Context: an optimization exercise on an open-source flow, tuned for small area. The choices shown serve that exercise and are no tape-out recipe. In this exercise RTL edits were held to simulation tests only and were not proved equivalent to the original.

### flow/design.v
`timescale 1ns/10ps
module rgb2ycrcb(clk, rst, r, g, b, y, cr, cb);
	input        clk;
	input        rst;
	input  [9:0] r, g, b;
	output reg [9:0] y, cr, cb;
	reg [31:0] pa;
	reg [36:0] pb;
	reg rst1, rst2;
	wire kill = rst | rst1 | rst2;
	wire x1;
	gxn ux1 (.a(r[0]), .b(g[0]), .y(x1));
	wire c2;
	assign c2 = (r[0] | ~g[0]);
	wire i3;
	assign i3 = ~g[1];
	wire s4;
	wire c5;
	fa us4 (.a(r[1]), .b(i3), .c(c2), .s(s4), .co(c5));
	wire i6;
	assign i6 = ~g[2];
	wire s7;
	wire c8;
	fa us7 (.a(r[2]), .b(i6), .c(c5), .s(s7), .co(c8));
	wire i9;
	assign i9 = ~g[3];
	wire s10;
	wire c11;
	fa us10 (.a(r[3]), .b(i9), .c(c8), .s(s10), .co(c11));
	wire i12;
	assign i12 = ~g[4];
	wire s13;
	wire c14;
	fa us13 (.a(r[4]), .b(i12), .c(c11), .s(s13), .co(c14));
	wire i15;
	assign i15 = ~g[5];
	wire s16;
	wire c17;
	fa us16 (.a(r[5]), .b(i15), .c(c14), .s(s16), .co(c17));
	wire i18;
	assign i18 = ~g[6];
	wire s19;
	wire c20;
	fa us19 (.a(r[6]), .b(i18), .c(c17), .s(s19), .co(c20));
	wire i21;
	assign i21 = ~g[7];
	wire s22;
	wire c23;
	fa us22 (.a(r[7]), .b(i21), .c(c20), .s(s22), .co(c23));
	wire i24;
	assign i24 = ~g[8];
	wire s25;
	wire c26;
	fa us25 (.a(r[8]), .b(i24), .c(c23), .s(s25), .co(c26));
	wire i27;
	assign i27 = ~g[9];
	wire s28;
	wire c29;
	fa us28 (.a(r[9]), .b(i27), .c(c26), .s(s28), .co(c29));
	wire x30;
	gxn ux30 (.a(b[0]), .b(g[0]), .y(x30));
	wire c31;
	assign c31 = (b[0] & ~g[0]);
	wire s32;
	wire c33;
	fa us32 (.a(b[1]), .b(i3), .c(c31), .s(s32), .co(c33));
	wire s34;
	wire c35;
	fa us34 (.a(b[2]), .b(i6), .c(c33), .s(s34), .co(c35));
	wire s36;
	wire c37;
	fa us36 (.a(b[3]), .b(i9), .c(c35), .s(s36), .co(c37));
	wire s38;
	wire c39;
	fa us38 (.a(b[4]), .b(i12), .c(c37), .s(s38), .co(c39));
	wire s40;
	wire c41;
	fa us40 (.a(b[5]), .b(i15), .c(c39), .s(s40), .co(c41));
	wire s42;
	wire c43;
	fa us42 (.a(b[6]), .b(i18), .c(c41), .s(s42), .co(c43));
	wire s44;
	wire c45;
	fa us44 (.a(b[7]), .b(i21), .c(c43), .s(s44), .co(c45));
	wire s46;
	wire c47;
	fa us46 (.a(b[8]), .b(i24), .c(c45), .s(s46), .co(c47));
	wire s48;
	wire c49;
	fa us48 (.a(b[9]), .b(i27), .c(c47), .s(s48), .co(c49));
	wire x50;
	gxn ux50 (.a(pa[11]), .b(pa[10]), .y(x50));
	wire c51;
	assign c51 = (pa[11] & ~pa[10]);
	wire s52;
	wire c53;
	fa us52 (.a(pa[12]), .b(pa[11]), .c(c51), .s(s52), .co(c53));
	wire s54;
	wire c55;
	fa us54 (.a(pa[13]), .b(pa[12]), .c(c53), .s(s54), .co(c55));
	wire s56;
	wire c57;
	fa us56 (.a(pa[14]), .b(pa[13]), .c(c55), .s(s56), .co(c57));
	wire s58;
	wire c59;
	fa us58 (.a(pa[15]), .b(pa[14]), .c(c57), .s(s58), .co(c59));
	wire s60;
	wire c61;
	fa us60 (.a(pa[16]), .b(pa[15]), .c(c59), .s(s60), .co(c61));
	wire s62;
	wire c63;
	fa us62 (.a(pa[17]), .b(pa[16]), .c(c61), .s(s62), .co(c63));
	wire s64;
	wire c65;
	fa us64 (.a(pa[18]), .b(pa[17]), .c(c63), .s(s64), .co(c65));
	wire s66;
	wire c67;
	fa us66 (.a(pa[19]), .b(pa[18]), .c(c65), .s(s66), .co(c67));
	wire s68;
	wire c69;
	fa us68 (.a(pb[0]), .b(pb[1]), .c(pb[2]), .s(s68), .co(c69));
	wire x70;
	gx2 ux70 (.a(pb[0]), .b(c69), .y(x70));
	wire c71;
	assign c71 = ~(pb[0] & c69);
	wire c72;
	assign c72 = (pa[1] & pa[10]) | (pa[1] & pa[0]) | (pa[10] & pa[0]);
	wire s73;
	wire c74;
	fa us73 (.a(pa[2]), .b(pa[21]), .c(c72), .s(s73), .co(c74));
	wire c75;
	assign c75 = ~(pa[11] & ~s73);
	wire s76;
	wire c77;
	fa us76 (.a(pa[3]), .b(pa[21]), .c(pa[22]), .s(s76), .co(c77));
	wire i78;
	assign i78 = ~pa[12];
	wire s79;
	wire c80;
	fa us79 (.a(i78), .b(s76), .c(c74), .s(s79), .co(c80));
	wire c81;
	assign c81 = (~c75 & ~s79);
	wire s82;
	wire c83;
	fa us82 (.a(pa[4]), .b(pa[10]), .c(pa[22]), .s(s82), .co(c83));
	wire s84;
	wire c85;
	fa us84 (.a(pa[23]), .b(c77), .c(s82), .s(s84), .co(c85));
	wire i86;
	assign i86 = ~pa[13];
	wire s87;
	wire c88;
	fa us87 (.a(i86), .b(s84), .c(c80), .s(s87), .co(c88));
	wire c89;
	assign c89 = ~(c81 & ~s87);
	wire s90;
	wire c91;
	fa us90 (.a(pa[5]), .b(pa[23]), .c(pa[24]), .s(s90), .co(c91));
	wire i92;
	assign i92 = ~c83;
	wire s93;
	wire c94;
	fa us93 (.a(pa[14]), .b(x50), .c(i92), .s(s93), .co(c94));
	wire i95;
	assign i95 = ~s93;
	wire s96;
	wire c97;
	fa us96 (.a(s90), .b(c85), .c(i95), .s(s96), .co(c97));
	wire c98;
	assign c98 = (s96 & c88) | (s96 & c89) | (c88 & c89);
	wire s99;
	wire c100;
	fa us99 (.a(pa[6]), .b(pa[24]), .c(pa[25]), .s(s99), .co(c100));
	wire s101;
	wire c102;
	fa us101 (.a(pa[15]), .b(s52), .c(c94), .s(s101), .co(c102));
	wire s103;
	wire c104;
	fa us103 (.a(c91), .b(s99), .c(c97), .s(s103), .co(c104));
	wire i105;
	assign i105 = ~s101;
	wire c106;
	assign c106 = (i105 & s103) | (i105 & c98) | (s103 & c98);
	wire x107;
	gx2 ux107 (.a(pa[7]), .b(pa[25]), .y(x107));
	wire c108;
	assign c108 = (~pa[7] | ~pa[25]);
	wire s109;
	wire c110;
	fa us109 (.a(pa[26]), .b(x107), .c(c100), .s(s109), .co(c110));
	wire s111;
	wire c112;
	fa us111 (.a(pa[16]), .b(pa[21]), .c(s54), .s(s111), .co(c112));
	wire i113;
	assign i113 = ~s109;
	wire s114;
	wire c115;
	fa us114 (.a(i113), .b(c102), .c(s111), .s(s114), .co(c115));
	wire i116;
	assign i116 = ~s114;
	wire c117;
	assign c117 = (c104 & i116) | (c104 & c106) | (i116 & c106);
	wire s118;
	wire c119;
	fa us118 (.a(pa[8]), .b(pa[10]), .c(pa[26]), .s(s118), .co(c119));
	wire s120;
	wire c121;
	fa us120 (.a(pa[17]), .b(pa[22]), .c(c108), .s(s120), .co(c121));
	wire s122;
	wire c123;
	fa us122 (.a(pa[27]), .b(s118), .c(c110), .s(s122), .co(c123));
	wire s124;
	wire c125;
	fa us124 (.a(s120), .b(s56), .c(c112), .s(s124), .co(c125));
	wire i126;
	assign i126 = ~s122;
	wire s127;
	wire c128;
	fa us127 (.a(i126), .b(c115), .c(s124), .s(s127), .co(c128));
	wire c129;
	assign c129 = (s127 & ~c117);
	wire s130;
	wire c131;
	fa us130 (.a(pa[9]), .b(pa[27]), .c(pa[28]), .s(s130), .co(c131));
	wire s132;
	wire c133;
	fa us132 (.a(pa[11]), .b(pa[18]), .c(pa[23]), .s(s132), .co(c133));
	wire i134;
	assign i134 = ~s132;
	wire s135;
	wire c136;
	fa us135 (.a(c119), .b(s130), .c(i134), .s(s135), .co(c136));
	wire i137;
	assign i137 = ~s135;
	wire i138;
	assign i138 = ~c123;
	wire s139;
	wire c140;
	fa us139 (.a(c121), .b(i137), .c(i138), .s(s139), .co(c140));
	wire s141;
	wire c142;
	fa us141 (.a(s139), .b(s58), .c(c125), .s(s141), .co(c142));
	wire c143;
	assign c143 = (c128 & s141) | (c128 & c129) | (s141 & c129);
	wire x144;
	gx2 ux144 (.a(pa[0]), .b(pa[12]), .y(x144));
	wire c145;
	assign c145 = ~(pa[0] | pa[12]);
	wire s146;
	wire c147;
	fa us146 (.a(pa[28]), .b(pa[29]), .c(x144), .s(s146), .co(c147));
	wire s148;
	wire c149;
	fa us148 (.a(pa[19]), .b(pa[24]), .c(c133), .s(s148), .co(c149));
	wire s150;
	wire c151;
	fa us150 (.a(c131), .b(s146), .c(c136), .s(s150), .co(c151));
	wire i152;
	assign i152 = ~s150;
	wire s153;
	wire c154;
	fa us153 (.a(s148), .b(i152), .c(c140), .s(s153), .co(c154));
	wire s155;
	wire c156;
	fa us155 (.a(s153), .b(s60), .c(c142), .s(s155), .co(c156));
	wire x157;
	gxn ux157 (.a(s155), .b(c143), .y(x157));
	wire c158;
	assign c158 = ~(s155 & c143);
	wire s159;
	wire c160;
	fa us159 (.a(pa[1]), .b(pa[13]), .c(pa[20]), .s(s159), .co(c160));
	wire s161;
	wire c162;
	fa us161 (.a(pa[29]), .b(pa[30]), .c(c145), .s(s161), .co(c162));
	wire s163;
	wire c164;
	fa us163 (.a(pa[25]), .b(s159), .c(c149), .s(s163), .co(c164));
	wire s165;
	wire c166;
	fa us165 (.a(s161), .b(c147), .c(c151), .s(s165), .co(c166));
	wire i167;
	assign i167 = ~s165;
	wire s168;
	wire c169;
	fa us168 (.a(s163), .b(i167), .c(c154), .s(s168), .co(c169));
	wire s170;
	wire c171;
	fa us170 (.a(s168), .b(s62), .c(c156), .s(s170), .co(c171));
	wire x172;
	gx2 ux172 (.a(s170), .b(c158), .y(x172));
	wire c173;
	assign c173 = (s170 & ~c158);
	wire s174;
	wire c175;
	fa us174 (.a(pa[2]), .b(pa[14]), .c(pa[26]), .s(s174), .co(c175));
	wire s176;
	wire c177;
	fa us176 (.a(pa[30]), .b(pa[31]), .c(c162), .s(s176), .co(c177));
	wire s178;
	wire c179;
	fa us178 (.a(c160), .b(s174), .c(c164), .s(s178), .co(c179));
	wire i180;
	assign i180 = ~s176;
	wire i181;
	assign i181 = ~c166;
	wire s182;
	wire c183;
	fa us182 (.a(i180), .b(s178), .c(i181), .s(s182), .co(c183));
	wire s184;
	wire c185;
	fa us184 (.a(s182), .b(s64), .c(c171), .s(s184), .co(c185));
	wire s186;
	wire c187;
	fa us186 (.a(c169), .b(s184), .c(c173), .s(s186), .co(c187));
	wire i188;
	assign i188 = ~c177;
	wire s189;
	wire c190;
	fa us189 (.a(pa[3]), .b(c175), .c(i188), .s(s189), .co(c190));
	wire s191;
	wire c192;
	fa us191 (.a(s189), .b(c179), .c(c183), .s(s191), .co(c192));
	wire s193;
	wire c194;
	fa us193 (.a(s191), .b(c185), .c(c187), .s(s193), .co(c194));
	wire s195;
	wire c196;
	fa us195 (.a(pa[4]), .b(c190), .c(c192), .s(s195), .co(c196));
	wire s197;
	wire c198;
	fa us197 (.a(pb[3]), .b(pb[4]), .c(pb[5]), .s(s197), .co(c198));
	wire i199;
	assign i199 = ~pb[6];
	wire s200;
	wire c201;
	fa us200 (.a(i199), .b(pb[7]), .c(s197), .s(s200), .co(c201));
	wire s202;
	wire c203;
	fa us202 (.a(pb[8]), .b(pb[9]), .c(pb[10]), .s(s202), .co(c203));
	wire s204;
	wire c205;
	fa us204 (.a(pb[11]), .b(c198), .c(s68), .s(s204), .co(c205));
	wire s206;
	wire c207;
	fa us206 (.a(s202), .b(c201), .c(s204), .s(s206), .co(c207));
	wire s208;
	wire c209;
	fa us208 (.a(pb[12]), .b(pb[13]), .c(pb[14]), .s(s208), .co(c209));
	wire s210;
	wire c211;
	fa us210 (.a(pb[15]), .b(c203), .c(s208), .s(s210), .co(c211));
	wire s212;
	wire c213;
	fa us212 (.a(x70), .b(c205), .c(s210), .s(s212), .co(c213));
	wire x214;
	gxn ux214 (.a(c207), .b(s212), .y(x214));
	wire c215;
	assign c215 = ~(c207 & s212);
	wire x216;
	gx2 ux216 (.a(pb[16]), .b(pb[17]), .y(x216));
	wire c217;
	assign c217 = (pb[16] | pb[17]);
	wire s218;
	wire c219;
	fa us218 (.a(pb[18]), .b(c209), .c(c211), .s(s218), .co(c219));
	wire s220;
	wire c221;
	fa us220 (.a(x216), .b(c71), .c(c215), .s(s220), .co(c221));
	wire i222;
	assign i222 = ~s220;
	wire s223;
	wire c224;
	fa us223 (.a(c213), .b(s218), .c(i222), .s(s223), .co(c224));
	wire s225;
	wire c226;
	fa us225 (.a(pb[19]), .b(pb[1]), .c(pb[6]), .s(s225), .co(c226));
	wire s227;
	wire c228;
	fa us227 (.a(c217), .b(s225), .c(c219), .s(s227), .co(c228));
	wire i229;
	assign i229 = ~c221;
	wire s230;
	wire c231;
	fa us230 (.a(s227), .b(i229), .c(c224), .s(s230), .co(c231));
	wire s232;
	wire c233;
	fa us232 (.a(pb[20]), .b(pb[0]), .c(c226), .s(s232), .co(c233));
	wire s234;
	wire c235;
	fa us234 (.a(s232), .b(c228), .c(c231), .s(s234), .co(c235));
	wire x236;
	gx2 ux236 (.a(pb[21]), .b(c233), .y(x236));
	wire x237;
	gx2 ux237 (.a(x236), .b(c235), .y(x237));
	wire c238;
	assign c238 = ~(~pa[21] & ~pa[22]);
	wire c239;
	assign c239 = (pa[22] & pa[23]) | (pa[22] & c238) | (pa[23] & c238);
	wire c240;
	assign c240 = (pa[23] & pa[24]) | (pa[23] & c239) | (pa[24] & c239);
	wire s241;
	wire c242;
	fa us241 (.a(pa[21]), .b(pa[24]), .c(pa[25]), .s(s241), .co(c242));
	wire c243;
	assign c243 = ~(~s241 & ~c240);
	wire s244;
	wire c245;
	fa us244 (.a(pa[22]), .b(pa[25]), .c(pa[26]), .s(s244), .co(c245));
	wire c246;
	assign c246 = (c242 & s244) | (c242 & c243) | (s244 & c243);
	wire s247;
	wire c248;
	fa us247 (.a(pa[21]), .b(pa[23]), .c(pa[26]), .s(s247), .co(c248));
	wire s249;
	wire c250;
	fa us249 (.a(pa[27]), .b(c245), .c(s247), .s(s249), .co(c250));
	wire c251;
	assign c251 = ~(~s249 & ~c246);
	wire s252;
	wire c253;
	fa us252 (.a(pa[22]), .b(pa[24]), .c(pa[27]), .s(s252), .co(c253));
	wire s254;
	wire c255;
	fa us254 (.a(pa[28]), .b(c248), .c(s252), .s(s254), .co(c255));
	wire c256;
	assign c256 = (c250 & s254) | (c250 & c251) | (s254 & c251);
	wire s257;
	wire c258;
	fa us257 (.a(pa[23]), .b(pa[25]), .c(pa[28]), .s(s257), .co(c258));
	wire s259;
	wire c260;
	fa us259 (.a(pa[29]), .b(c253), .c(s257), .s(s259), .co(c260));
	wire c261;
	assign c261 = (c255 & s259) | (c255 & c256) | (s259 & c256);
	wire s262;
	wire c263;
	fa us262 (.a(pa[10]), .b(pa[24]), .c(pa[26]), .s(s262), .co(c263));
	wire s264;
	wire c265;
	fa us264 (.a(pa[29]), .b(pa[30]), .c(c258), .s(s264), .co(c265));
	wire s266;
	wire c267;
	fa us266 (.a(s262), .b(s264), .c(c260), .s(s266), .co(c267));
	wire c268;
	assign c268 = ~(~s266 & ~c261);
	wire i269;
	assign i269 = ~pa[11];
	wire s270;
	wire c271;
	fa us270 (.a(i269), .b(c263), .c(c265), .s(s270), .co(c271));
	wire s272;
	wire c273;
	fa us272 (.a(s270), .b(c267), .c(c268), .s(s272), .co(c273));
	wire s274;
	wire c275;
	fa us274 (.a(i78), .b(c271), .c(c273), .s(s274), .co(c275));
	wire x276;
	gx2 ux276 (.a(pb[25]), .b(pb[5]), .y(x276));
	wire c277;
	assign c277 = ~(~pb[25] | ~pb[5]);
	wire s278;
	wire c279;
	fa us278 (.a(pb[18]), .b(pb[6]), .c(pb[26]), .s(s278), .co(c279));
	wire x280;
	gxn ux280 (.a(x276), .b(s278), .y(x280));
	wire c281;
	assign c281 = ~(~x276 & ~s278);
	wire s282;
	wire c283;
	fa us282 (.a(pb[27]), .b(pb[9]), .c(pb[6]), .s(s282), .co(c283));
	wire s284;
	wire c285;
	fa us284 (.a(pb[28]), .b(c279), .c(s282), .s(s284), .co(c285));
	wire s286;
	wire c287;
	fa us286 (.a(c277), .b(c281), .c(s284), .s(s286), .co(c287));
	wire x288;
	gx2 ux288 (.a(pb[5]), .b(pb[14]), .y(x288));
	wire c289;
	assign c289 = (~pb[5] | ~pb[14]);
	wire s290;
	wire c291;
	fa us290 (.a(pb[30]), .b(x288), .c(c283), .s(s290), .co(c291));
	wire i292;
	assign i292 = ~pb[29];
	wire s293;
	wire c294;
	fa us293 (.a(i292), .b(s290), .c(c285), .s(s293), .co(c294));
	wire x295;
	gxn ux295 (.a(s293), .b(c287), .y(x295));
	wire c296;
	assign c296 = (~s293 & ~c287);
	wire x297;
	gx2 ux297 (.a(pb[9]), .b(pb[18]), .y(x297));
	wire c298;
	assign c298 = (~pb[9] | ~pb[18]);
	wire s299;
	wire c300;
	fa us299 (.a(x297), .b(c291), .c(c294), .s(s299), .co(c300));
	wire s301;
	wire c302;
	fa us301 (.a(pb[31]), .b(c289), .c(c296), .s(s301), .co(c302));
	wire x303;
	gx2 ux303 (.a(s299), .b(s301), .y(x303));
	wire c304;
	assign c304 = (~s299 & s301);
	wire i305;
	assign i305 = ~pb[3];
	wire s306;
	wire c307;
	fa us306 (.a(i305), .b(pb[14]), .c(pb[6]), .s(s306), .co(c307));
	wire s308;
	wire c309;
	fa us308 (.a(c298), .b(c302), .c(c304), .s(s308), .co(c309));
	wire i310;
	assign i310 = ~s308;
	wire s311;
	wire c312;
	fa us311 (.a(s306), .b(c300), .c(i310), .s(s311), .co(c312));
	wire x313;
	gxn ux313 (.a(pb[18]), .b(c307), .y(x313));
	wire c314;
	assign c314 = (~pb[18] | ~c307);
	wire s315;
	wire c316;
	fa us315 (.a(pb[8]), .b(x313), .c(c309), .s(s315), .co(c316));
	wire x317;
	gx2 ux317 (.a(s315), .b(c312), .y(x317));
	wire c318;
	assign c318 = (s315 & ~c312);
	wire s319;
	wire c320;
	fa us319 (.a(pb[13]), .b(i199), .c(c314), .s(s319), .co(c320));
	wire s321;
	wire c322;
	fa us321 (.a(s319), .b(c316), .c(c318), .s(s321), .co(c322));
	wire x323;
	gxn ux323 (.a(pb[17]), .b(c320), .y(x323));
	wire c324;
	assign c324 = ~(pb[17] | c320);
	wire x325;
	gxn ux325 (.a(x323), .b(c322), .y(x325));
	wire c326;
	assign c326 = ~(x323 & c322);
	wire x327;
	gxn ux327 (.a(pb[1]), .b(c324), .y(x327));
	wire c328;
	assign c328 = (pb[1] | ~c324);
	wire x329;
	gxn ux329 (.a(x327), .b(c326), .y(x329));
	wire c330;
	assign c330 = (~x327 & ~c326);
	wire x331;
	gx2 ux331 (.a(pb[0]), .b(c328), .y(x331));
	wire x332;
	gx2 ux332 (.a(x331), .b(c330), .y(x332));
	wire c333;
	assign c333 = (~pa[10] & ~s56);
	wire i334;
	assign i334 = ~s58;
	wire c335;
	assign c335 = (x50 & c333) | (x50 & i334) | (c333 & i334);
	wire i336;
	assign i336 = ~s60;
	wire c337;
	assign c337 = (s52 & c335) | (s52 & i336) | (c335 & i336);
	wire i338;
	assign i338 = ~pa[10];
	wire s339;
	wire c340;
	fa us339 (.a(i338), .b(s54), .c(c337), .s(s339), .co(c340));
	wire c341;
	assign c341 = (~s62 & s339);
	wire s342;
	wire c343;
	fa us342 (.a(pa[11]), .b(s56), .c(c340), .s(s342), .co(c343));
	wire i344;
	assign i344 = ~s64;
	wire c345;
	assign c345 = (i344 & c341) | (i344 & s342) | (c341 & s342);
	wire i346;
	assign i346 = ~pa[21];
	wire s347;
	wire c348;
	fa us347 (.a(i346), .b(pa[12]), .c(s58), .s(s347), .co(c348));
	wire s349;
	wire c350;
	fa us349 (.a(s347), .b(c343), .c(c345), .s(s349), .co(c350));
	wire c351;
	assign c351 = (~s66 & s349);
	wire i352;
	assign i352 = ~pa[22];
	wire s353;
	wire c354;
	fa us353 (.a(i352), .b(s60), .c(c348), .s(s353), .co(c354));
	wire s355;
	wire c356;
	fa us355 (.a(s353), .b(c350), .c(c351), .s(s355), .co(c356));
	wire i357;
	assign i357 = ~pa[23];
	wire s358;
	wire c359;
	fa us358 (.a(i357), .b(s62), .c(c354), .s(s358), .co(c359));
	wire i360;
	assign i360 = ~pa[24];
	wire s361;
	wire c362;
	fa us361 (.a(i360), .b(s64), .c(c359), .s(s361), .co(c362));
	wire x363;
	gx2 ux363 (.a(pb[29]), .b(pb[32]), .y(x363));
	wire c364;
	assign c364 = ~(pb[29] | pb[32]);
	wire x365;
	gx2 ux365 (.a(x363), .b(s68), .y(x365));
	wire c366;
	assign c366 = (~x363 & ~s68);
	wire x367;
	gx2 ux367 (.a(pb[31]), .b(pb[33]), .y(x367));
	wire c368;
	assign c368 = ~(pb[31] | pb[33]);
	wire s369;
	wire c370;
	fa us369 (.a(c364), .b(x367), .c(x70), .s(s369), .co(c370));
	wire i371;
	assign i371 = ~s369;
	wire s372;
	wire c373;
	fa us372 (.a(pb[34]), .b(c366), .c(i371), .s(s372), .co(c373));
	wire s374;
	wire c375;
	fa us374 (.a(pb[3]), .b(pb[35]), .c(c71), .s(s374), .co(c375));
	wire i376;
	assign i376 = ~s374;
	wire s377;
	wire c378;
	fa us377 (.a(c368), .b(i376), .c(c370), .s(s377), .co(c378));
	wire x379;
	gxn ux379 (.a(s377), .b(c373), .y(x379));
	wire c380;
	assign c380 = ~(~s377 & c373);
	wire x381;
	gx2 ux381 (.a(pb[8]), .b(pb[4]), .y(x381));
	wire c382;
	assign c382 = ~(pb[8] | pb[4]);
	wire i383;
	assign i383 = ~pb[36];
	wire s384;
	wire c385;
	fa us384 (.a(pb[25]), .b(i383), .c(x381), .s(s384), .co(c385));
	wire i386;
	assign i386 = ~c375;
	wire s387;
	wire c388;
	fa us387 (.a(s384), .b(i386), .c(c378), .s(s387), .co(c388));
	wire x389;
	gx2 ux389 (.a(c380), .b(s387), .y(x389));
	wire c390;
	assign c390 = (~c380 & ~s387);
	wire s391;
	wire c392;
	fa us391 (.a(pb[27]), .b(c382), .c(c385), .s(s391), .co(c392));
	wire s393;
	wire c394;
	fa us393 (.a(pb[13]), .b(s68), .c(c390), .s(s393), .co(c394));
	wire i395;
	assign i395 = ~s391;
	wire i396;
	assign i396 = ~c388;
	wire s397;
	wire c398;
	fa us397 (.a(i395), .b(i396), .c(s393), .s(s397), .co(c398));
	wire i399;
	assign i399 = ~pb[5];
	wire s400;
	wire c401;
	fa us400 (.a(i399), .b(pb[17]), .c(x70), .s(s400), .co(c401));
	wire i402;
	assign i402 = ~c392;
	wire s403;
	wire c404;
	fa us403 (.a(i402), .b(s400), .c(c394), .s(s403), .co(c404));
	wire s405;
	wire c406;
	ha us405 (.a(s403), .b(c398), .s(s405), .co(c406));
	wire x407;
	gxn ux407 (.a(pb[9]), .b(c71), .y(x407));
	wire c408;
	assign c408 = (~pb[9] | ~c71);
	wire s409;
	wire c410;
	fa us409 (.a(pb[1]), .b(x407), .c(c401), .s(s409), .co(c410));
	wire s411;
	wire c412;
	fa us411 (.a(s409), .b(c404), .c(c406), .s(s411), .co(c412));
	wire s413;
	wire c414;
	fa us413 (.a(pb[0]), .b(c408), .c(c410), .s(s413), .co(c414));
	wire i415;
	assign i415 = ~pb[14];
	wire s416;
	wire c417;
	fa us416 (.a(i415), .b(s413), .c(c412), .s(s416), .co(c417));
	wire x418;
	gx2 ux418 (.a(pb[18]), .b(c414), .y(x418));
	wire c419;
	assign c419 = (~pb[18] | c414);
	wire s420;
	wire c421;
	ha us420 (.a(x418), .b(c417), .s(s420), .co(c421));
	wire x422;
	gx2 ux422 (.a(pb[6]), .b(c419), .y(x422));
	wire x423;
	gxn ux423 (.a(x422), .b(c421), .y(x423));
	wire [9:0] yn = {~x237, s234, s230, s223, ~x214, s206, s200, pb[24], ~pb[23], ~pb[22]};
	wire [9:0] crn = {x332, ~x329, ~x325, s321, ~x317, ~s311, ~x303, ~x295, ~s286, ~x280};
	wire [9:0] cbn = {~x423, ~s420, ~s416, ~s411, ~s405, ~s397, ~x389, ~x379, ~s372, ~x365};
	always @(posedge clk) begin
		rst1 <= rst;
		rst2 <= rst1;
		pa <= {c49, s48, s46, s44, s42, s40, s38, s36, s34, s32, x30, c29, s28, s25, s22, s19, s16, s13, s10, s7, s4, x1, g[9], g[8], g[7], g[6], g[5], g[4], g[3], g[2], g[1], g[0]};
		pb <= {c362, s361, s358, c356, s355, pa[14], c275, pa[13], s274, pa[26], s272, pa[25], s186, x172, x157, pa[9], pa[8], pa[7], pa[30], pa[18], pa[6], c196, pa[29], pa[17], pa[5], s195, c194, pa[28], pa[16], s193, pa[31], pa[27], s66, pa[15], c67, pa[19], pa[20]};
		y  <= yn & {10{~kill}};
		cr <= {1'b0, crn[8:0] & {9{~(kill | crn[9])}}};
		cb <= {1'b0, cbn[8:0] & {9{~(kill | cbn[9])}}};
	end
endmodule
module fa(a, b, c, s, co);
	input a, b, c;
	output s, co;
	assign s = a ^ b ^ c;
	assign co = (a & b) | (a & c) | (b & c);
endmodule
module ha(a, b, s, co);
	input a, b;
	output s, co;
	assign s = a ^ b;
	assign co = a & b;
endmodule
module gx2(a, b, y);
	input a, b;
	output y;
	assign y = a ^ b;
endmodule
module gxn(a, b, y);
	input a, b;
	output y;
	assign y = ~(a ^ b);
endmodule
### flow/flow/run.sh
#!/bin/bash
# Standard ORFS layout with two changes: small port buffers, and a clock tree of small
# buffers without dummy loads.
set -euo pipefail
bash standard.sh \
  "BUFFER_PORTS_ARGS=-buffer_cell sky130_fd_sc_hd__buf_1" \
  "CTS_ARGS=-sink_clustering_enable -repair_clock_nets -buf_list sky130_fd_sc_hd__clkbuf_16 -dont_use_dummy_load" \
  finish > make_finish.log 2>&1
### flow/standard.sh
#!/bin/bash
# synth_recipe.tcl (not shown) runs the flow's synth.tcl, then flattens the netlist and writes it again
# the make line also repeats each setting of config.mk as NAME=value (left out here)
make -C /OpenROAD-flow-scripts/flow DESIGN_CONFIG=/design/flow/config.mk WORK_HOME=/design/flow/orfs CLKGATE_MAP_FILE= SYNTH_SCRIPT=/design/flow/synth_recipe.tcl "${@:-finish}"
### flow/config.mk
export PLATFORM = sky130hd
export DESIGN_NAME = rgb2ycrcb
export DESIGN_NICKNAME = rgb2ycrcb
export VERILOG_FILES = /design/flow/design.v
export SDC_FILE = /design/flow/constraint.sdc
export NUM_CORES = 4
export LEC_CHECK = 0
export CAP_MARGIN = 20
export CORE_MARGIN = 2
export CORE_UTILIZATION = 75
export GPL_TIMING_DRIVEN = 0
export SLEW_MARGIN = 20
export SYNTH_HIERARCHICAL = 1
export SYNTH_MINIMUM_KEEP_SIZE = 0
### flow/constraint.sdc
create_clock -name core_clock -period 6.0 [get_ports {clk}]
set_input_delay 1.2000 -clock core_clock [delete_from_list [all_inputs] [get_ports {clk}]]
set_output_delay 1.2000 -clock core_clock [all_outputs]
set_load 0.01 [all_outputs]
==> results of run 1 <==
[final cells by class]
| type | instances | area (µm²) | share of cell area [%] |
|---|---|---|---|
| multi-input cells | 275 | 3660 | 57.0 |
| flip-flops and latches | 99 | 1980 | 30.9 |
| clock buffers | 9 | 225 | 3.51 |
| repair buffers | 59 | 221 | 3.45 |
| inverters | 50 | 188 | 2.92 |
| well taps | 102 | 128 | 1.99 |
| plain buffers | 3 | 18.8 | 0.292 |
[cells in the final DEF (no fill, tap or decap), types with 4 or more instances in the layout]
| master | count |
|---|---|
| sky130_fd_sc_hd__fa_1 | 140 |
| sky130_fd_sc_hd__dfxtp_1 | 99 |
| sky130_fd_sc_hd__buf_1 | 59 |
| sky130_fd_sc_hd__inv_1 | 50 |
| sky130_fd_sc_hd__nor2_1 | 37 |
| sky130_fd_sc_hd__xor2_1 | 21 |
| sky130_fd_sc_hd__xnor2_1 | 15 |
| sky130_fd_sc_hd__nand2_1 | 12 |
| sky130_fd_sc_hd__clkbuf_16 | 9 |
| sky130_fd_sc_hd__and2_1 | 8 |
| sky130_fd_sc_hd__nor2b_1 | 5 |
| sky130_fd_sc_hd__a21oi_1 | 5 |
| sky130_fd_sc_hd__nand2b_1 | 4 |
| sky130_fd_sc_hd__maj3_1 | 4 |
[per-stage QoR]
step                      setup slack [ns]  instance area (µm²)  util (%)  hold WS [ns]
after detailed placement             0.300                 6200      81.0         0.373
after global routing                0.0147                 6420      84.0         0.393
after global placement               0.351                 6200      81.0         0.362
final                                0.228                 6420      84.0         0.378
after floorplan                      0.642                 5850         -         0.349
after CTS                            0.248                 6420      84.0         0.381
[modules after synthesis, one instance, submodules excluded]
module | flip-flops and latches | copies in the design | cells inside
gxn | 0 | 15 | 1
gx2 | 0 | 21 | 1
rgb2ycrcb | 99 | 1 | 248
fa | 0 | 140 | 1
ha | 0 | 2 | 1
[path summary, 6_finish.rpt]
check	from	depth (start not counted)	to	slack, ns
min	rst1$_DFF_P_	0	rst2$_DFF_P_	0.38
min reg2reg	rst1$_DFF_P_	0	rst2$_DFF_P_	0.38
max reg2reg	pa[10]$_DFF_P_	14	pb[32]$_DFF_P_	0.23
max	pa[10]$_DFF_P_	14	pb[32]$_DFF_P_	0.23
[synth_stat cells (all sizes together)]
master / number
or2: 3
clkbuf: 1
a2bb2oi: 1
a221oi: 1
or3: 2
xnor2: 15
xor2: 21
nand2b: 4
nor4b: 1
dfxtp: 99
nor2b: 5
a2111oi: 2
nor4: 1
ha: 2
nand2: 12
and2: 8
o21ai: 3
nor2: 37
nor3: 4
o211a: 1
inv: 50
buf: 2
maj3: 4
fa: 140
a21oi: 5
o221ai: 1
conb: 1
[per-layer routing]
metal  vias up  GRT usage, %  routed length (µm)
met2       141          56.6                6370
met3        43          6.90                 578
met1      1632          33.8                3910
met4         0          16.4                 638
met5         -             0                   0
li1       1409             -                   -
[registers in the layout (all words and copies together), names as in the netlist]
signal  flops
pb         37
rst2        1
pa         32
rst1        1
y          10
cb          9
cr          9
[logic make-up after synthesis]
kind of cell,after synthesis
XOR/XNOR,36
flip-flops,99
other,1
adder cells (fa/ha/maj),146
AND/OR/NAND/NOR,77
buffers and inverters,53
AO/OA/AOI/OAI,14
[worst reg2reg max path: stages (launching register included)]
cell,delay (ns)
sky130_fd_sc_hd__dfxtp_1,0.63
sky130_fd_sc_hd__nor2_1,0.11
sky130_fd_sc_hd__fa_1,0.41
sky130_fd_sc_hd__fa_1,0.41
sky130_fd_sc_hd__fa_1,0.40
sky130_fd_sc_hd__fa_1,0.39
sky130_fd_sc_hd__fa_1,0.62
sky130_fd_sc_hd__inv_1,0.06
sky130_fd_sc_hd__maj3_1,0.35
sky130_fd_sc_hd__fa_1,0.39
sky130_fd_sc_hd__fa_1,0.44
sky130_fd_sc_hd__maj3_1,0.36
sky130_fd_sc_hd__fa_1,0.48
sky130_fd_sc_hd__nor2b_1,0.17
sky130_fd_sc_hd__fa_1,0.43
==> Implementation_results.wiki, run 1 <==
{| class="wikitable"
! Metric !! Value
|-
| Min Clock Period, post-route || 5.77 ns
|-
| Final cell count without fillers || a little under 600
|-
| Highest attainable clock frequency || around 170 MHz
|-
| Final Skew || about 0.023 ns
|-
| TritonCTS sink count || ~100
|-
| Remaining DRCs || 0
|-
| Yosys cell types || 28
|-
| Final-layout fill cell count || 407
|-
| Antenna Cells || 0
|-
| Worst Tran Pin Value || between 0.6 and 0.7 ns
|-
| Detailed-route via count || 3225
|-
| Final Slew Violations || 0
|-
| Synthesized-area fraction occupied by and/or/nand/nor cells || under 10%
|-
| Aggregate negative setup slack || 0 ns
|-
| Detail Route Antenna Nets || 0
|-
| Synthesized-area fraction occupied by ao, oa, aoi and oai cells || between 1.5 and 2%
|-
| Max H-tree Level || 3
|-
| Main combinational cell family by area after synthesis || adder cells
|-
| Chip Width || slightly above 90 µm
|-
| Post-DP HPWL || approximately 8.8 mm
|-
| Ordered list of cells on the worst path || nor2_1 > fa_1 > fa_1 > fa_1 > fa_1 > fa_1 > inv_1 > maj3_1 > fa_1 > fa_1 > maj3_1 > fa_1 > nor2b_1 > fa_1
|-
| Final layout net count || 671
|-
| Library cell contributing the largest single delay on the critical path || sky130_fd_sc_hd__dfxtp_1
|-
| Number of buffers created by CTS || 9
|-
| Initial antenna violation count || 0
|-
| Number of global-route vias before repair || between 3000 and 4000
|-
| Cell type group with the largest total delay on the critical path || adder cells
|-
| Setup repair after global routing missed its margin || no
|-
| Global-route wire length before repair || between 15 and 20 mm
|-
| Syn Std Cell Area || 5840 µm²
|-
| Type of destination of the critical path || flop
|-
| Top-area cell type share of the netlist area || a little under half
|-
| Number of buffer and inverter instances along the worst setup path || 1
|-
| Yosys warnings || 7
|-
| CTS tree || yes
|-
| Pin count of the biggest net entering global routing || 21
|-
| Tightest Hold Check Type || reg -> reg
|-
| Die ar. || ~8500 µm²
|-
| Mean area per synthesized cell || 13.7 µm²
|-
| Share of the clock period used by the worst path || between 90% and 100%
|-
| Setup Viol. Count Final || 0
|-
| Flop and latch count out of synthesis || approximately 100
|-
| Iteration count of the initial detailed-routing pass || 4
|-
| Gpl congestion || between 0.8 and 0.9
|-
| Overall fraction of global-route tracks in use || 31.1%
|-
| Normalized max-slew margin || 58.3%
|-
| Post-CTS setup buffers || 0
|-
| Max-cap viol count || 0
|-
| Syn-to-layout area delta || 9.89%
|-
| Cells after Synth || between 400 and 500
|-
| Hold buffer count at cts || 0
|-
| Area of the core || 7650 µm²
|-
| Post-cts resize count || 0
|-
| Max stage delay on crit path || around 0.63 ns
|-
| Number of input and output port buffers inserted || between 50 and 60
|-
| Row count || 32
|-
| Detailed Route Iter0 Violations || 151
|-
| Total congestion overflow after global routing || 0
|-
| Root cell of the clock tree || sky130_fd_sc_hd__clkbuf_16
|-
| CP Class || reg -> reg
|-
| Number of ports placed on the die boundary || 62
|-
| Clock transition at the register clock pins on the worst setup and hold paths after CTS || 0.06 ns
|-
| Post-DR vias/cell || roughly 5.4
|-
| WL per Instance || 19.3 µm
|-
| Worst endpoint data arrival time || 5.97 ns
|-
| Type of element launching the critical path || flop
|-
| Proportion of layout cells with a drive suffix above 1 || under 10%
|-
| Cell taking the most area after synthesis || sky130_fd_sc_hd__fa_1
|-
| Deepest clock path buffer count || 2
|-
| Post-Route WL || 11.5 mm
|-
| Portion of the post-synthesis area used by sequential elements || 33.9%
|-
| Die Height || 92.3 µm
|-
| Final-report hold violation count || 0
|-
| Synth Area in XOR/XNOR || under 10%
|-
| Top cells by area in the synthesized netlist || sky130_fd_sc_hd__fa_1, sky130_fd_sc_hd__dfxtp_1, sky130_fd_sc_hd__inv_1
|-
| Crit Path Max Fanout || 8
|-
| Result of the run || finished clean
|-
| Placed Cells incl. Taps || 588
|-
| Starting Density || 76.4%
|-
| Mux share of post-synthesis cell area || 0%
|-
| Later-pin clock latency in the skew report || roughly 0.34 ns
|-
| Critical path data required time || a little over 6 ns
|-
| Post-synthesis adder-cell area fraction || approximately half
|-
| Cell type with the highest occurrence count on the critical path || sky130_fd_sc_hd__fa_1
|}
==> inputs of run 2 (changes only) <==
==> flow/flow/run.sh (replaced) <==
#!/bin/bash
# Standard ORFS layout with two changes: small port buffers, and a clock tree of small
# buffers without dummy loads.
set -euo pipefail
bash standard.sh \
  "BUFFER_PORTS_ARGS=-buffer_cell sky130_fd_sc_hd__buf_1" \
  "CTS_ARGS=-sink_clustering_enable -repair_clock_nets -buf_list sky130_fd_sc_hd__clkbuf_8 -sink_clustering_size 30 -sink_clustering_max_diameter 200 -sink_clustering_levels 1 -dont_use_dummy_load" \
  finish > make_finish.log 2>&1
==> Implementation_results.wiki, run 2 <==
{| class="wikitable"
! Metric !! Value
|-
| Clock transition at the register clock pins on the worst setup and hold paths after CTS || 0.11 ns (+0.05 ns)
|-
| Tightest Hold Check Type || reg -> reg
|-
| Setup Viol. Count Final || 0 (unchanged)
|-
| Syn-to-layout area delta || 8.16%
|-
| Final Slew Violations || 0 (unchanged)
|-
| Cells after Synth || 426 (unchanged)
|-
| Most numerous cell in the Yosys netlist || sky130_fd_sc_hd__fa_1
|-
| Worst Tran Pin Value || 0.614 ns (-0.0104 ns)
|-
| Largest register by flop count || pb
|-
| Final Skew || 0.0456 ns (+0.0224 ns)
|-
| Number of buffers created by CTS || 9 (unchanged)
|-
| Mean area per synthesized cell || 13.7 µm² (unchanged)
|-
| Cell types with the highest counts after synthesis || sky130_fd_sc_hd__fa_1, sky130_fd_sc_hd__dfxtp_1, sky130_fd_sc_hd__inv_1
|-
| Final-layout fill cell count || 419 (+2.9%)
|-
| Depth of the worst register-to-register path || 14 (unchanged)
|-
| Type of destination of the critical path || flop
|-
| Most common library cell in the layout ignoring fill and taps || sky130_fd_sc_hd__fa_1
|-
| Detailed Route Iter0 Violations || 116 (-23%)
|-
| WHS Endpoint || pb[6]$_DFF_P_
|-
| Final design area excluding fillers || 6320 µm² (-1.6%)
|-
| Worst endpoint data arrival time || 6.01 ns (+0.04 ns)
|-
| Share of the clock period used by the worst path || 96.4% (+0.19 points)
|-
| Worst reg2reg path endpoint || pb[32]$_DFF_P_
|-
| Global-route wire length before repair || 17.3 mm (-7.2%)
|-
| Initial antenna violation count || 0 (unchanged)
|-
| Fin util || 82.6% (-1.3 points)
|-
| Result of the run || finished clean
|-
| Normalized max-slew margin || 59.0% (+0.70 points)
|-
| Top Registers || pb: 37 flops, pa: 32 flops, y: 10 flops
|-
| Worst r2r src || pa[10]$_DFF_P_
|-
| Type of element launching the critical path || flop
|-
| Setup repair after global routing missed its margin || no
|-
| Final layout net count || 671 (unchanged)
|-
| Chip Width || 92.3 µm (unchanged)
|-
| Die ar. || 8510 µm² (unchanged)
|-
| Yosys cell types || 28 (unchanged)
|-
| Top cells by area in the synthesized netlist || sky130_fd_sc_hd__fa_1, sky130_fd_sc_hd__dfxtp_1, sky130_fd_sc_hd__inv_1
|-
| Number of ports placed on the die boundary || 62 (unchanged)
|-
| Final cell count without fillers || 597 (unchanged)
|-
| Root cell of the clock tree || sky130_fd_sc_hd__clkbuf_8
|-
| Flip-flop count of the largest register after layout || 37 (unchanged)
|-
| Remaining DRCs || 0 (unchanged)
|-
| TritonCTS sink count || 99 (unchanged)
|-
| Final-report hold violation count || 0 (unchanged)
|-
| Gpl congestion || 0.882 (unchanged)
|-
| Aggregate negative setup slack || 0 ns (unchanged)
|-
| Placed Cells incl. Taps || 588 (unchanged)
|-
| Starting Density || 76.4% (unchanged)
|-
| Later-pin clock latency in the skew report || 0.37 ns (+0.03 ns)
|-
| Top-area cell type share of the netlist area || 48.0% (unchanged)
|-
| Pin count of the biggest net entering global routing || 21 (unchanged)
|-
| Iteration count of the initial detailed-routing pass || 6 (+2)
|-
| Critical path data required time || 6.23 ns (+0.03 ns)
|-
| WL per Instance || 17.4 µm (-9.6%)
|-
| Detail Route Antenna Nets || 0 (unchanged)
|-
| Post-DR vias/cell || 5.27 (-2.4%)
|-
| Antenna Cells || 0 (unchanged)
|-
| Yosys warnings || 7 (unchanged)
|-
| Highest attainable clock frequency || 173 MHz (-0.20%)
|-
| Number of cells on the worst hold path || 0 (unchanged)
|-
| Leading register cell type out of synthesis || sky130_fd_sc_hd__dfxtp_1
|-
| Post-Route WL || 10.4 mm (-9.6%)
|-
| Hold buffer count at cts || 0 (unchanged)
|-
| Most frequent cells in the layout || sky130_fd_sc_hd__fa_1, sky130_fd_sc_hd__dfxtp_1, sky130_fd_sc_hd__buf_1, sky130_fd_sc_hd__inv_1, sky130_fd_sc_hd__nor2_1
|-
| CP Class || reg -> reg
|-
| Syn Std Cell Area || 5840 µm² (unchanged)
|-
| Min Clock Period, post-route || 5.78 ns (+0.0116 ns)
|-
| Area of the core || 7650 µm² (unchanged)
|-
| Crit Path Max Fanout || 8 (unchanged)
|-
| Cell taking the most area after synthesis || sky130_fd_sc_hd__fa_1
|-
| Post-CTS setup buffers || 0 (unchanged)
|-
| Die Height || 92.3 µm (unchanged)
|-
| Critical hold path startpoint || pa[31]$_DFF_P_
|-
| Post-cts resize count || 0 (unchanged)
|-
| Flop and latch count out of synthesis || 99 (unchanged)
|-
| Number of input and output port buffers inserted || 59 (unchanged)
|-
| Number of global-route vias before repair || 3607 (-5.4%)
|-
| Proportion of layout cells with a drive suffix above 1 || 3.43% (unchanged)
|-
| Deepest clock path buffer count || 2 (unchanged)
|-
| Count of flip-flops with a built-in enable after synthesis || 0 (unchanged)
|-
| Detailed-route via count || 3146 (-2.4%)
|-
| Portion of the post-synthesis area used by sequential elements || 33.9% (unchanged)
|-
| Total congestion overflow after global routing || 0 (unchanged)
|-
| Max H-tree Level || 3 (unchanged)
|-
| Share of flip-flops with an asynchronous set or reset || 0% (unchanged)
|-
| CTS tree || yes
|-
| Row count || 32 (unchanged)
|-
| Max-cap viol count || 0 (unchanged)
|-
| Area after DPL || 6200 µm² (unchanged)
|-
| Post-DP HPWL || 8.76 mm (unchanged)
|-
| Overall fraction of global-route tracks in use || 28.6% (-2.5 points)
|}
## run 2: changes by cell type in the layout (fill, tap and decap cells not counted)
cell | previous run | this run
sky130_fd_sc_hd__clkbuf_8 | 0 | 9
sky130_fd_sc_hd__clkbuf_16 | 9 | 0
## run 2: worst max-delay path by stage
stage / start / to / slack, ns / cells after the start
2_1_floorplan: pa[10]$_DFF_P_ / pb[32]$_DFF_P_ / 0.64 / 14
3_3_place_gp: pa[10]$_DFF_P_ / pb[32]$_DFF_P_ / 0.35 / 14
3_5_place_dp: pa[10]$_DFF_P_ / pb[32]$_DFF_P_ / 0.30 / 14
4_1_cts: pa[10]$_DFF_P_ / pb[32]$_DFF_P_ / 0.23 / 14
5_1_grt: pa[10]$_DFF_P_ / pb[32]$_DFF_P_ / 0.03 / 14
6_report: pa[10]$_DFF_P_ / pb[32]$_DFF_P_ / 0.22 / 14
## run 2: cell families after synthesis
kind of cell,after synthesis,synth area share (%)
other,1,0.0642
adders and majority gates,146,49.1
xor gates and xnor gates,36,5.40
AOI/OAI and AO/OA,14,1.71
and+or+nand+nor,77,6.30
buffers and inverters,53,3.53
DFF,99,33.9
## run 2: layout make-up
cell class | count | area, µm² | area share (%)
multi-input combinational | 275 | 3660 | 57.9
clock buffer | 9 | 124 | 1.96
sequential | 99 | 1980 | 31.4
inverter | 50 | 188 | 2.97
buffer | 3 | 18.8 | 0.297
timing repair buffer | 59 | 221 | 3.50
tap | 102 | 128 | 2.02
## run 2: worst max-delay path: stages (launching register included)
cell	delay [ns]
sky130_fd_sc_hd__dfxtp_1	0.64
sky130_fd_sc_hd__nor2_1	0.11
sky130_fd_sc_hd__fa_1	0.41
sky130_fd_sc_hd__fa_1	0.41
sky130_fd_sc_hd__fa_1	0.39
sky130_fd_sc_hd__fa_1	0.39
sky130_fd_sc_hd__fa_1	0.62
sky130_fd_sc_hd__inv_1	0.07
sky130_fd_sc_hd__maj3_1	0.35
sky130_fd_sc_hd__fa_1	0.39
sky130_fd_sc_hd__fa_1	0.46
sky130_fd_sc_hd__maj3_1	0.37
sky130_fd_sc_hd__fa_1	0.48
sky130_fd_sc_hd__nor2b_1	0.16
sky130_fd_sc_hd__fa_1	0.42
## run 2: routing by layer
layer  vias to the layer above  wire (µm)  share of wire (%)  GRT usage [%]
met1                      1616       3820                 37           34.1
met5                         -          0                  0              0
li1                       1405          -                  -              -
met2                       104       5870                 56           52.3
met4                         0        281                2.7           11.8
met3                        21        429                4.1           3.94
## run 2: stage by stage
stage          worst slack, ns  hold WS [ns]
3_3_place_gp             0.351         0.362
6_report                 0.217         0.384
2_1_floorplan            0.642         0.349
4_1_cts                  0.228         0.384
3_5_place_dp             0.300         0.373
5_1_grt                 0.0307         0.392
## run 2: per-module statistics from Yosys (local to each module, per instance)
| module | flops+latches | copies in the design | cells |
|---|---|---|---|
| gxn | 0 | 15 | 1 |
| gx2 | 0 | 21 | 1 |
| fa | 0 | 140 | 1 |
| rgb2ycrcb | 99 | 1 | 248 |
| ha | 0 | 2 | 1 |
==> inputs of run 3 (changes only) <==
==> flow/flow/run.sh (replaced) <==
#!/bin/bash
# Standard ORFS layout with two changes: small port buffers, and a clock tree of small
# buffers without dummy loads.
set -euo pipefail
bash standard.sh \
  "BUFFER_PORTS_ARGS=-buffer_cell sky130_fd_sc_hd__buf_1" \
  "CTS_ARGS=-sink_clustering_enable -repair_clock_nets -buf_list {sky130_fd_sc_hd__clkbuf_4 sky130_fd_sc_hd__clkbuf_8} -dont_use_dummy_load" \
  finish > make_finish.log 2>&1
==> Implementation_results.wiki, run 3 <==
{| class="wikitable"
! Metric !! Value
|-
| Number of ports placed on the die boundary || 62 (unchanged)
|-
| Cell taking the most area after synthesis || sky130_fd_sc_hd__fa_1
|-
| Row count || 32 (unchanged)
|-
| Gpl congestion || 0.882 (unchanged)
|-
| Share of the clock period used by the worst path || 96.4% (unchanged)
|-
| Worst endpoint data arrival time || 6.01 ns (about the same)
|-
| Most numerous cell in the Yosys netlist || sky130_fd_sc_hd__fa_1
|-
| Final layout net count || 671 (unchanged)
|-
| Root cell of the clock tree || sky130_fd_sc_hd__clkbuf_8
|-
| CP Class || reg -> reg
|-
| Critical path data required time || 6.23 ns (about the same)
|-
| Mean area per synthesized cell || 13.7 µm² (unchanged)
|-
| Cell types with the highest counts after synthesis || sky130_fd_sc_hd__fa_1, sky130_fd_sc_hd__dfxtp_1, sky130_fd_sc_hd__inv_1
|-
| Antenna Cells || 0 (unchanged)
|-
| Count of flip-flops with a built-in enable after synthesis || 0 (unchanged)
|-
| Hold buffer count at cts || 0 (unchanged)
|-
| Number of buffers created by CTS || 9 (unchanged)
|-
| Area after DPL || 6200 µm² (unchanged)
|-
| Overall fraction of global-route tracks in use || 28.6% (unchanged)
|-
| Iteration count of the initial detailed-routing pass || 6 (unchanged)
|-
| Flop and latch count out of synthesis || 99 (unchanged)
|-
| Leading register cell type out of synthesis || sky130_fd_sc_hd__dfxtp_1
|-
| Flip-flop count of the largest register after layout || 37 (unchanged)
|-
| Final-report hold violation count || 0 (unchanged)
|-
| Detail Route Antenna Nets || 0 (unchanged)
|-
| Remaining DRCs || 0 (unchanged)
|-
| Cells after Synth || 426 (unchanged)
|-
| Register Area || 1980 µm² (unchanged)
|-
| Final Slew Violations || 0 (unchanged)
|-
| Type of element launching the critical path || flop
|-
| Min Clock Period, post-route || 5.78 ns (unchanged)
|-
| Tightest Hold Check Type || reg -> reg
|-
| CTS tree || yes
|-
| Area used by multi-input combinational logic || 3660 µm² (unchanged)
|-
| Area of the core || 7650 µm² (unchanged)
|-
| Fin util || 82.6% (unchanged)
|-
| Result of the run || finished clean
|-
| Chip Width || 92.3 µm (unchanged)
|-
| Number of buffer and inverter instances along the worst setup path || 1 (unchanged)
|-
| Cell type group with the largest total delay on the critical path || adder cells
|-
| Yosys cell types || 28 (unchanged)
|-
| Largest register by flop count || pb
|-
| Cell type with the highest occurrence count on the critical path || sky130_fd_sc_hd__fa_1
|-
| Aggregate negative setup slack || 0 ns (unchanged)
|-
| TritonCTS sink count || 99 (unchanged)
|-
| Number of global-route vias before repair || 3607 (unchanged)
|-
| Post-CTS setup buffers || 0 (unchanged)
|-
| Normalized max-slew margin || 59.0% (unchanged)
|-
| Syn Std Cell Area || 5840 µm² (unchanged)
|-
| Pre-CTS setup slack || 0.300 ns (unchanged)
|-
| Most frequent cells in the layout || sky130_fd_sc_hd__fa_1, sky130_fd_sc_hd__dfxtp_1, sky130_fd_sc_hd__buf_1, sky130_fd_sc_hd__inv_1, sky130_fd_sc_hd__nor2_1
|-
| Highest attainable clock frequency || 173 MHz (unchanged)
|-
| Setup repair after global routing missed its margin || no
|-
| Setup Viol. Count Final || 0 (unchanged)
|-
| Post-cts resize count || 0 (unchanged)
|-
| Total congestion overflow after global routing || 0 (unchanged)
|-
| Post-DR vias/cell || 5.27 (unchanged)
|-
| WL per Instance || 17.4 µm (unchanged)
|-
| Ordered list of cells on the worst path || nor2_1 > fa_1 > fa_1 > fa_1 > fa_1 > fa_1 > inv_1 > maj3_1 > fa_1 > fa_1 > maj3_1 > fa_1 > nor2b_1 > fa_1
|-
| Final design area excluding fillers || 6320 µm² (unchanged)
|-
| Starting Density || 76.4% (unchanged)
|-
| Later-pin clock latency in the skew report || 0.37 ns (about the same)
|-
| Max H-tree Level || 3 (unchanged)
|-
| Most common library cell in the layout ignoring fill and taps || sky130_fd_sc_hd__fa_1
|-
| Max-cap viol count || 0 (unchanged)
|-
| Top cells by area in the synthesized netlist || sky130_fd_sc_hd__fa_1, sky130_fd_sc_hd__dfxtp_1, sky130_fd_sc_hd__inv_1
|-
| PnR worst setup slack || 0.217 ns (unchanged)
|-
| Global-route wire length before repair || 17.3 mm (unchanged)
|-
| Top Registers || pb: 37 flops, pa: 32 flops, y: 10 flops
|-
| Final-layout fill cell count || 419 (unchanged)
|-
| Final Skew || 0.0456 ns (unchanged)
|-
| Syn-to-layout area delta || 8.16% (unchanged)
|-
| Deepest clock path buffer count || 2 (unchanged)
|-
| Share of flip-flops with an asynchronous set or reset || 0% (unchanged)
|-
| Worst Tran Pin Value || 0.614 ns (unchanged)
|-
| Yosys warnings || 7 (unchanged)
|-
| Number of input and output port buffers inserted || 59 (unchanged)
|-
| Initial antenna violation count || 0 (unchanged)
|-
| Post-Route WL || 10.4 mm (unchanged)
|-
| Detailed-route via count || 3146 (unchanged)
|-
| Max stage delay on crit path || 0.64 ns (about the same)
|-
| Pin count of the biggest net entering global routing || 21 (unchanged)
|-
| Post-DP HPWL || 8.76 mm (unchanged)
|-
| Detailed Route Iter0 Violations || 116 (unchanged)
|-
| Hold_ws || 0.384 ns (unchanged)
|-
| Die Height || 92.3 µm (unchanged)
|-
| Proportion of layout cells with a drive suffix above 1 || 3.43% (unchanged)
|-
| Library cell contributing the largest single delay on the critical path || sky130_fd_sc_hd__dfxtp_1
|-
| Portion of the post-synthesis area used by sequential elements || 33.9% (unchanged)
|-
| Top-area cell type share of the netlist area || 48.0% (unchanged)
|-
| Type of destination of the critical path || flop
|-
| Die ar. || 8510 µm² (unchanged)
|-
| Clock transition at the register clock pins on the worst setup and hold paths after CTS || 0.11 ns (about the same)
|-
| Crit Path Max Fanout || 8 (unchanged)
|}
## run 3: cell counts in the layout (fill, tap and decap cells not counted)
No cell type changed its count.
## run 3: final timing paths
| path | startpoint | endpoint | slack (ns) | cells past startpoint |
|---|---|---|---|---|
| setup / recovery | pa[10]$_DFF_P_ | pb[32]$_DFF_P_ | 0.22 | 14 |
| hold / removal | pa[31]$_DFF_P_ | pb[6]$_DFF_P_ | 0.38 | 0 |
| setup reg to reg | pa[10]$_DFF_P_ | pb[32]$_DFF_P_ | 0.22 | 14 |
| hold reg to reg | pa[31]$_DFF_P_ | pb[6]$_DFF_P_ | 0.38 | 0 |
## run 3: Yosys stat by module (local to each module, per instance)
module / times used / flip-flops and latches
gx2: 21 / 0
gxn: 15 / 0
fa: 140 / 0
rgb2ycrcb: 1 / 99
ha: 2 / 0
## run 3: stage by stage
stage / std cells
finish: 597
global route: 597
CTS: 597
detailed placement: 588
global placement: 588
floorplan: 427
## run 3: logic make-up (layout without fill, tap and decap cells)
logic type / count (synthesis) / count (layout) / synth area share [%]
compound gates: 14 / 14 / 1.71
xor+xnor: 36 / 36 / 5.40
fa+ha+maj: 146 / 146 / 49.1
buf+inv: 53 / 121 / 3.53
flops: 99 / 99 / 33.9
other cells: 1 / 2 / 0.0642
simple gates: 77 / 77 / 6.30
## run 3: layout make-up
type	count	area share, %
multi-input cells	275	57.9
flip-flops and latches	99	31.4
repair buffers	59	3.50
inverters	50	2.97
well taps	102	2.02
clock buffers	9	1.96
plain buffers	3	0.297
## run 3: routing by layer
metal	vias to the layer above	GRT usage [%]	wire, µm
met2	104	52.3	5870
met5	-	0	0
li1	1405	-	-
met1	1616	34.1	3820
met4	0	11.8	281
met3	21	3.94	429
==> inputs of run 4 (changes only) <==
==> flow/flow/run.sh (replaced) <==
#!/bin/bash
# Standard ORFS layout with two changes: small port buffers, and a clock tree of small
# buffers without dummy loads.
set -euo pipefail
bash standard.sh \
  "BUFFER_PORTS_ARGS=-buffer_cell sky130_fd_sc_hd__buf_1" \
  "CTS_ARGS=-sink_clustering_enable -repair_clock_nets -buf_list sky130_fd_sc_hd__clkbuf_8 -dont_use_dummy_load" \
  finish > make_finish.log 2>&1
==> Implementation_results.wiki, run 4 <==
{| class="wikitable"
! Metric !! Value
|-
| Post-cts resize count || 0 (unchanged)
|-
| Normalized max-slew margin || 59.0% (unchanged)
|-
| PnR worst setup slack || 0.217 ns (unchanged)
|-
| Type of destination of the critical path || flop
|-
| Worst endpoint data arrival time || 6.01 ns (about the same)
|-
| Later-pin clock latency in the skew report || 0.37 ns (about the same)
|-
| Largest register by flop count || pb
|-
| Number of input and output port buffers inserted || 59 (unchanged)
|-
| Most common library cell in the layout ignoring fill and taps || sky130_fd_sc_hd__fa_1
|-
| Proportion of layout cells with a drive suffix above 1 || 3.43% (unchanged)
|-
| Area of the core || 7650 µm² (unchanged)
|-
| Flop and latch count out of synthesis || 99 (unchanged)
|-
| Post-Route WL || 10.4 mm (unchanged)
|-
| Yosys warnings || 7 (unchanged)
|-
| Share of flip-flops with an asynchronous set or reset || 0% (unchanged)
|-
| Overall fraction of global-route tracks in use || 28.6% (unchanged)
|-
| Highest attainable clock frequency || 173 MHz (unchanged)
|-
| Max H-tree Level || 3 (unchanged)
|-
| Root cell of the clock tree || sky130_fd_sc_hd__clkbuf_8
|-
| Top Registers || pb: 37 flops, pa: 32 flops, y: 10 flops
|-
| Detail Route Antenna Nets || 0 (unchanged)
|-
| WL per Instance || 17.4 µm (unchanged)
|-
| Most numerous cell in the Yosys netlist || sky130_fd_sc_hd__fa_1
|-
| Ordered list of cells on the worst path || nor2_1 > fa_1 > fa_1 > fa_1 > fa_1 > fa_1 > inv_1 > maj3_1 > fa_1 > fa_1 > maj3_1 > fa_1 > nor2b_1 > fa_1
|-
| GR met1 Demand/Resource || 34.1% (unchanged)
|-
| Remaining DRCs || 0 (unchanged)
|-
| Max-cap viol count || 0 (unchanged)
|-
| Row count || 32 (unchanged)
|-
| Detailed-route via count || 3146 (unchanged)
|-
| Post-DR vias/cell || 5.27 (unchanged)
|-
| Top-area cell type share of the netlist area || 48.0% (unchanged)
|-
| Cells after Synth || 426 (unchanged)
|-
| Aggregate negative setup slack || 0 ns (unchanged)
|-
| Setup repair after global routing missed its margin || no
|-
| Crit Path Max Fanout || 8 (unchanged)
|-
| Number of ports placed on the die boundary || 62 (unchanged)
|-
| Cell taking the most area after synthesis || sky130_fd_sc_hd__fa_1
|-
| Starting Density || 76.4% (unchanged)
|-
| Share of the clock period used by the worst path || 96.4% (unchanged)
|-
| Iteration count of the initial detailed-routing pass || 6 (unchanged)
|-
| Flip-flop count of the largest register after layout || 37 (unchanged)
|-
| Initial antenna violation count || 0 (unchanged)
|-
| Setup Viol. Count Final || 0 (unchanged)
|-
| Global-route wire length before repair || 17.3 mm (unchanged)
|-
| Met3 usage in global routing || 3.94% (unchanged)
|-
| Number of global-route vias before repair || 3607 (unchanged)
|-
| Final Slew Violations || 0 (unchanged)
|-
| Pre-CTS setup slack || 0.300 ns (unchanged)
|-
| Die Height || 92.3 µm (unchanged)
|-
| Portion of the post-synthesis area used by sequential elements || 33.9% (unchanged)
|-
| Cell type with the highest occurrence count on the critical path || sky130_fd_sc_hd__fa_1
|-
| CTS tree || yes
|-
| Min Clock Period, post-route || 5.78 ns (unchanged)
|-
| Syn-to-layout area delta || 8.16% (unchanged)
|-
| Yosys cell types || 28 (unchanged)
|-
| Chip Width || 92.3 µm (unchanged)
|-
| Mean area per synthesized cell || 13.7 µm² (unchanged)
|-
| Pin count of the biggest net entering global routing || 21 (unchanged)
|-
| Top cells by area in the synthesized netlist || sky130_fd_sc_hd__fa_1, sky130_fd_sc_hd__dfxtp_1, sky130_fd_sc_hd__inv_1
|-
| Hold buffer count at cts || 0 (unchanged)
|-
| Count of flip-flops with a built-in enable after synthesis || 0 (unchanged)
|-
| TritonCTS sink count || 99 (unchanged)
|-
| Type of element launching the critical path || flop
|-
| Most frequent cells in the layout || sky130_fd_sc_hd__fa_1, sky130_fd_sc_hd__dfxtp_1, sky130_fd_sc_hd__buf_1, sky130_fd_sc_hd__inv_1, sky130_fd_sc_hd__nor2_1
|-
| Final layout net count || 671 (unchanged)
|-
| Detailed Route Iter0 Violations || 116 (unchanged)
|-
| Critical path data required time || 6.23 ns (about the same)
|-
| Gpl congestion || 0.882 (unchanged)
|-
| Syn Std Cell Area || 5840 µm² (unchanged)
|-
| Final-report hold violation count || 0 (unchanged)
|-
| Tightest Hold Check Type || reg -> reg
|-
| Total congestion overflow after global routing || 0 (unchanged)
|-
| Die ar. || 8510 µm² (unchanged)
|-
| Result of the run || finished clean
|-
| Post-CTS setup buffers || 0 (unchanged)
|-
| Most used routing layer in global routing || met2
|-
| Library cell contributing the largest single delay on the critical path || sky130_fd_sc_hd__dfxtp_1
|-
| Max stage delay on crit path || 0.64 ns (about the same)
|-
| Met2 GRT Util || 52.3% (unchanged)
|-
| Post-DP HPWL || 8.76 mm (unchanged)
|-
| Leading register cell type out of synthesis || sky130_fd_sc_hd__dfxtp_1
|-
| Clock transition at the register clock pins on the worst setup and hold paths after CTS || 0.11 ns (about the same)
|-
| Number of buffers created by CTS || 9 (unchanged)
|-
| Antenna Cells || 0 (unchanged)
|-
| Cell types with the highest counts after synthesis || sky130_fd_sc_hd__fa_1, sky130_fd_sc_hd__dfxtp_1, sky130_fd_sc_hd__inv_1
|-
| Worst Tran Pin Value || 0.614 ns (unchanged)
|-
| Deepest clock path buffer count || 2 (unchanged)
|-
| Final Skew || 0.0456 ns (unchanged)
|-
| CP Class || reg -> reg
|}
[run 4: cell counts after synthesis]
Identical to the previous run, type by type.
[run 4: cell families (layout without fill, tap and decap cells)]
family	after synthesis	count (layout)	share of synthesized area [%]
flip-flops	99	99	33.9
AND/OR/NAND/NOR	77	77	6.30
adder cells (fa/ha/maj)	146	146	49.1
XOR/XNOR	36	36	5.40
AO/OA/AOI/OAI	14	14	1.71
buffers and inverters	53	121	3.53
other	1	2	0.0642
[run 4: worst paths after layout]
kind / start / to / slack [ns] / depth (start not counted)
min: pa[31]$_DFF_P_ / pb[6]$_DFF_P_ / 0.38 / 0
max reg2reg: pa[10]$_DFF_P_ / pb[32]$_DFF_P_ / 0.22 / 14
max: pa[10]$_DFF_P_ / pb[32]$_DFF_P_ / 0.22 / 14
min reg2reg: pa[31]$_DFF_P_ / pb[6]$_DFF_P_ / 0.38 / 0
[run 4: critical path, delay by kind of cell, from the launching register on]
kind / cells / cell delay (ns)
buf+inv: 1 / 0.07
simple gates: 2 / 0.27
fa+ha+maj: 11 / 4.69
flops: 1 / 0.64
[run 4: metal layers]
metal,wire (µm),up-vias
met3,429,21
met1,3820,1616
met4,281,0
li1,-,1405
met5,0,-
met2,5870,104
[run 4: stage by stage]
| stage | area, µm² | instances | util [%] | hold WS (ns) |
|---|---|---|---|---|
| finish | 6320 | 597 | 82.6 | 0.384 |
| global route | 6320 | 597 | 82.6 | 0.392 |
| CTS | 6320 | 597 | 82.6 | 0.384 |
| detailed placement | 6200 | 588 | 81.0 | 0.373 |
| global placement | 6200 | 588 | 81.0 | 0.362 |
| floorplan | 5850 | 427 | - | 0.349 |
[run 4: area by class of cell]
class	instances	area [µm²]
sequential	99	1980
fill	419	1330
tap	102	128
buffer	3	18.8
multi-input combinational	275	3660
timing repair buffer	59	221
clock buffer	9	124
inverter	50	188
[run 4: per-module statistics from Yosys (local to each module, per instance)]
module     area (µm²)  cells inside  flops+latches  times used
fa               20.0             1              0         140
gx2              8.76             1              0          21
gxn              8.76             1              0          15
ha               12.5             1              0           2
rgb2ycrcb        2700           248             99           1

==> port drivers added, routing unchanged <==
How much do the figures lean on ideal ports? The routed layouts below were timed once more, with nothing changed but the port constraints. Step 1 (the two cells are an assumption about what drives the block):
set clk [get_ports {clk}]
set_driving_cell -lib_cell sky130_fd_sc_hd__clkbuf_16 $clk
set_driving_cell -lib_cell sky130_fd_sc_hd__buf_2 [delete_from_list [all_inputs] $clk]
Step 2 adds t to the input delays and takes it off the output delays; t is the mean of the earliest and latest rising clock arrival at the registers after step 1. Input paths then give back, and output paths get back, about the clock's delay inside the block. Slacks: ideal / step 1 / step 2; pairs: ideal / step 1.
run | t, ns | setup WS [ns] | worst register clock-pin slew, ns
run 1 | 0.367 | 0.228 / 0.228 / 0.228 | 0.07 / 0.07
run 2 | 0.384 | 0.217 / 0.217 / 0.217 | 0.11 / 0.11
run 3 | 0.384 | 0.217 / 0.217 / 0.217 | 0.11 / 0.11
run 4 | 0.384 | 0.217 / 0.217 / 0.217 | 0.11 / 0.11
After both steps every run listed still meets setup and hold.
